This is an optimization exercise on Yosys and OpenROAD, whose aim is small area, not a production implementation.
At most, simulation tests tie the RTL to the original design; equivalence was not proved.
Power is estimated from default activity; no workload was simulated.

## fpga_top
module fpga_top (
output tx_R19,
output tx_T11,
output tx_T10,
output tx_T12,
output tx_U12,
output tx_U13,
output tx_V13,
output tx_V12,
output tx_W13,
output tx_T14,
output tx_T15,
output tx_P14,
output tx_R14,
output tx_Y16,
output tx_Y17,
output tx_W14,
output tx_Y14,
output tx_T16,
output tx_U17,
output tx_V15,
output tx_W15,
output tx_U14,
output tx_U15,
output tx_U18,
output tx_U19,
output tx_P19,
output tx_N20,
output tx_P20,
output tx_T20,
output tx_U20,
output tx_V20,
output tx_W20,
output tx_Y18,
output tx_Y19,
output tx_V16,
output tx_W16,
output tx_R16,
output tx_R17,
output tx_T17,
output tx_R18,
output tx_V17,
output tx_V18,
output tx_W18,
output tx_W19,
output tx_N17,
output tx_P18,
output tx_P15,
output tx_P16,
output tx_T19,
output tx_G14,
output tx_C20,
output tx_B20,
output tx_B19,
output tx_A20,
output tx_E17,
output tx_D18,
output tx_D19,
output tx_D20,
output tx_E18,
output tx_E19,
output tx_F16,
output tx_F17,
output tx_M19,
output tx_M20,
output tx_M17,
output tx_M18,
output tx_L19,
output tx_L20,
output tx_K19,
output tx_J19,
output tx_L16,
output tx_L17,
output tx_K17,
output tx_K18,
output tx_H16,
output tx_H17,
output tx_J18,
output tx_H18,
  ...
Size: ~880 cells after synthesis, about 100 I/O pins, about 0.0086 mm2 of cells after synthesis.
Settings: LEC_CHECK=0, CAP_MARGIN=20, CORE_MARGIN=2, CORE_UTILIZATION=40, SLEW_MARGIN=20; clock period 6.0 ns.
standard.sh (not shown) runs the stock make flow with config.mk's settings and CLKGATE_MAP_FILE= SYNTH_SCRIPT=/design/flow/synth_recipe.tcl, a recipe that flattens the netlist after the stock synthesis.
==> flow/flow/run.sh <==
#!/bin/bash
# Standard ORFS layout with small port buffers and a small clock tree.
set -o pipefail
bash standard.sh \
  ABC_AREA=1 CORE_UTILIZATION=80 PLACE_DENSITY=0.88 \
  BUFFER_PORTS_ARGS="-buffer_cell sky130_fd_sc_hd__buf_1" \
  CTS_ARGS="-sink_clustering_enable -repair_clock_nets -dont_use_dummy_load -sink_clustering_size 10 -sink_clustering_max_diameter 40 -buf_list {sky130_fd_sc_hd__clkbuf_4}" \
  finish > flow.log 2>&1
The starting point went through all stages and came out clean.
Then changed:
--- a/flow/flow/run.sh
+++ b/flow/flow/run.sh
@@ -5 +5 @@
-  ABC_AREA=1 CORE_UTILIZATION=80 PLACE_DENSITY=0.88 \
+  ABC_AREA=1 GPL_TIMING_DRIVEN=0 \
The new run completed with no timing, DRC or antenna violations.
Design area rises by 3.9%.
Total power falls by 0.35%.
Global-route usage falls by 20 points.
Routed wire length falls by 12%.
Worst setup slack degrades by 0.039 ns.
Via count falls by 8.3%.
Clock power falls by about 1%.
Register-to-register slack degrades by 0.04 ns.

job 101:
Another version of the RTL of fpga_top (not shown whole).
Size in the first run: ~870 cells after synthesis, about 240 flip-flops, roughly 100 I/O pins.
clock: 6.0 ns
lec_check: 0
cap_margin: 20
core_margin: 2
core_utilization: 40
slew_margin: 20
==> flow/flow/run.sh <==
#!/bin/bash
# Standard ORFS layout with small port buffers and a small clock tree.
set -o pipefail
bash standard.sh \
  ABC_AREA=1 CORE_UTILIZATION=65 PLACE_DENSITY=0.75 \
  BUFFER_PORTS_ARGS="-buffer_cell sky130_fd_sc_hd__buf_1" \
  CTS_ARGS="-sink_clustering_enable -repair_clock_nets -dont_use_dummy_load -sink_clustering_size 10 -sink_clustering_max_diameter 40 -buf_list {sky130_fd_sc_hd__clkbuf_4}" \
  finish > flow.log 2>&1
Both conditions hold for job 101: the flow ran to the end and the final layout passed the timing, design-rule and antenna checks.
--- input diff job 101..job 102 ---
--- a/flow/flow/run.sh
+++ b/flow/flow/run.sh
@@ -3,5 +3,5 @@
 set -o pipefail
 bash standard.sh \
-  ABC_AREA=1 CORE_UTILIZATION=65 PLACE_DENSITY=0.75 \
+  ABC_AREA=1 \
   BUFFER_PORTS_ARGS="-buffer_cell sky130_fd_sc_hd__buf_1" \
   CTS_ARGS="-sink_clustering_enable -repair_clock_nets -dont_use_dummy_load -sink_clustering_size 10 -sink_clustering_max_diameter 40 -buf_list {sky130_fd_sc_hd__clkbuf_4}" \
[summary]
- The lower worst-case register-to-register setup slack came out of job 101.
- Job 102 vs. job 101: global-route usage went down by 9.8 points.
- Worst setup slack in job 102 is 0.15 ns above job 101.
- Job 102 vs job 101 — row count climbed by more than a quarter
- Job 102 vs job 101 — pin count of the biggest net entering global routing dropped 10.
- On final design instance area without fill: job 102 sits above job 101.
- Across job 102 and job 101, none had a timing, DRC or antenna violation.
No functional check of the RTL was part of any run of this note.

== run a ==
Another version of the RTL of fpga_top (not shown whole).
Size in the first run: ~850 cells after synthesis, roughly 240 flip-flops, ~0.0085 mm^2 of cells after synthesis.
==> flow/config.mk <==
export PLATFORM = sky130hd
export DESIGN_NAME = fpga_top
export DESIGN_NICKNAME = fpga_top
export VERILOG_FILES = /design/flow/design.v
export SDC_FILE = /design/flow/constraint.sdc
export NUM_CORES = 4
export LEC_CHECK = 0
export CAP_MARGIN = 20
export CORE_MARGIN = 2
export CORE_UTILIZATION = 40
export SLEW_MARGIN = 20
==> flow/constraint.sdc <==
create_clock -name core_clock -period 6.0 [get_ports {clk}]
set_input_delay 1.2000 -clock core_clock [delete_from_list [all_inputs] [get_ports {clk}]]
set_output_delay 1.2000 -clock core_clock [all_outputs]
set_load 0.01 [all_outputs]
==> flow/flow/run.sh <==
#!/bin/bash
# Standard ORFS layout with small port buffers and a small clock tree.
set -o pipefail
bash standard.sh \
  ABC_AREA=1 CORE_UTILIZATION=65 PLACE_DENSITY=0.75 \
  BUFFER_PORTS_ARGS="-buffer_cell sky130_fd_sc_hd__buf_1" \
  CTS_ARGS="-sink_clustering_enable -repair_clock_nets -dont_use_dummy_load -sink_clustering_size 12 -sink_clustering_max_diameter 35 -buf_list {sky130_fd_sc_hd__clkbuf_4}" \
  finish > flow.log 2>&1
In summary, run a completed successfully, with a layout that passed the timing, design-rule and antenna checks.
Changes in run b relative to run a:
==> flow/flow/run.sh <==
#!/bin/bash
# Standard ORFS layout with small port buffers and a small clock tree.
set -o pipefail
bash standard.sh \
  ABC_AREA=1 CORE_UTILIZATION=65 PLACE_DENSITY=0.75 \
  BUFFER_PORTS_ARGS="-buffer_cell sky130_fd_sc_hd__buf_1" \
  CTS_ARGS="-sink_clustering_enable -repair_clock_nets -dont_use_dummy_load -sink_clustering_size 10 -sink_clustering_max_diameter 40 -buf_list {sky130_fd_sc_hd__clkbuf_4}" \
  finish > flow.log 2>&1
Findings:
| global-route usage | run b vs run a | ≈ equal |. Compared with run a, run b shows maximum vdd ir drop that has gone up by a little under 10%. When run b is set beside run a, its post-route minimum period turns out to be 0.049 ns larger. Compared run b vs run a, and tightest slew margin relative to the limit is up in run b. Between run b and run a, the total chip power is lower for run a.

==> separate check: timing with driven ports <==
How much do the figures lean on ideal ports? The routed layouts below were timed once more, with nothing changed but the port constraints. Step 1, drivers: a clkbuf_16 drives clk and a buf_2 each remaining input, both assumed. Step 2 also shifts input and output timing later by t, the mid clock arrival at the registers, as if the neighbouring blocks saw the same clock. Three values: ideal, step 1, step 2; two values: the first two.
run	t (ns)	slack for setup (ns)	worst setup path at the end	clock arrival spread, ns
the first run of note 1	0.640	1.035 / 1.035 / 1.035	register to register	0.081 / 0.082
the second run of note 1	0.649	0.996 / 0.996 / 0.996	register to register	0.042 / 0.042
job 101	0.660	0.575 / 0.575 / 0.575	register to register	0.065 / 0.065
job 102	0.625	0.727 / 0.727 / 0.727	register to register	0.088 / 0.088
run a	0.627	0.988 / 0.988 / 0.988	register to register	0.101 / 0.101
run b	0.629	0.939 / 0.939 / 0.939	register to register	0.078 / 0.078
After both steps setup and hold are still met in every run listed.
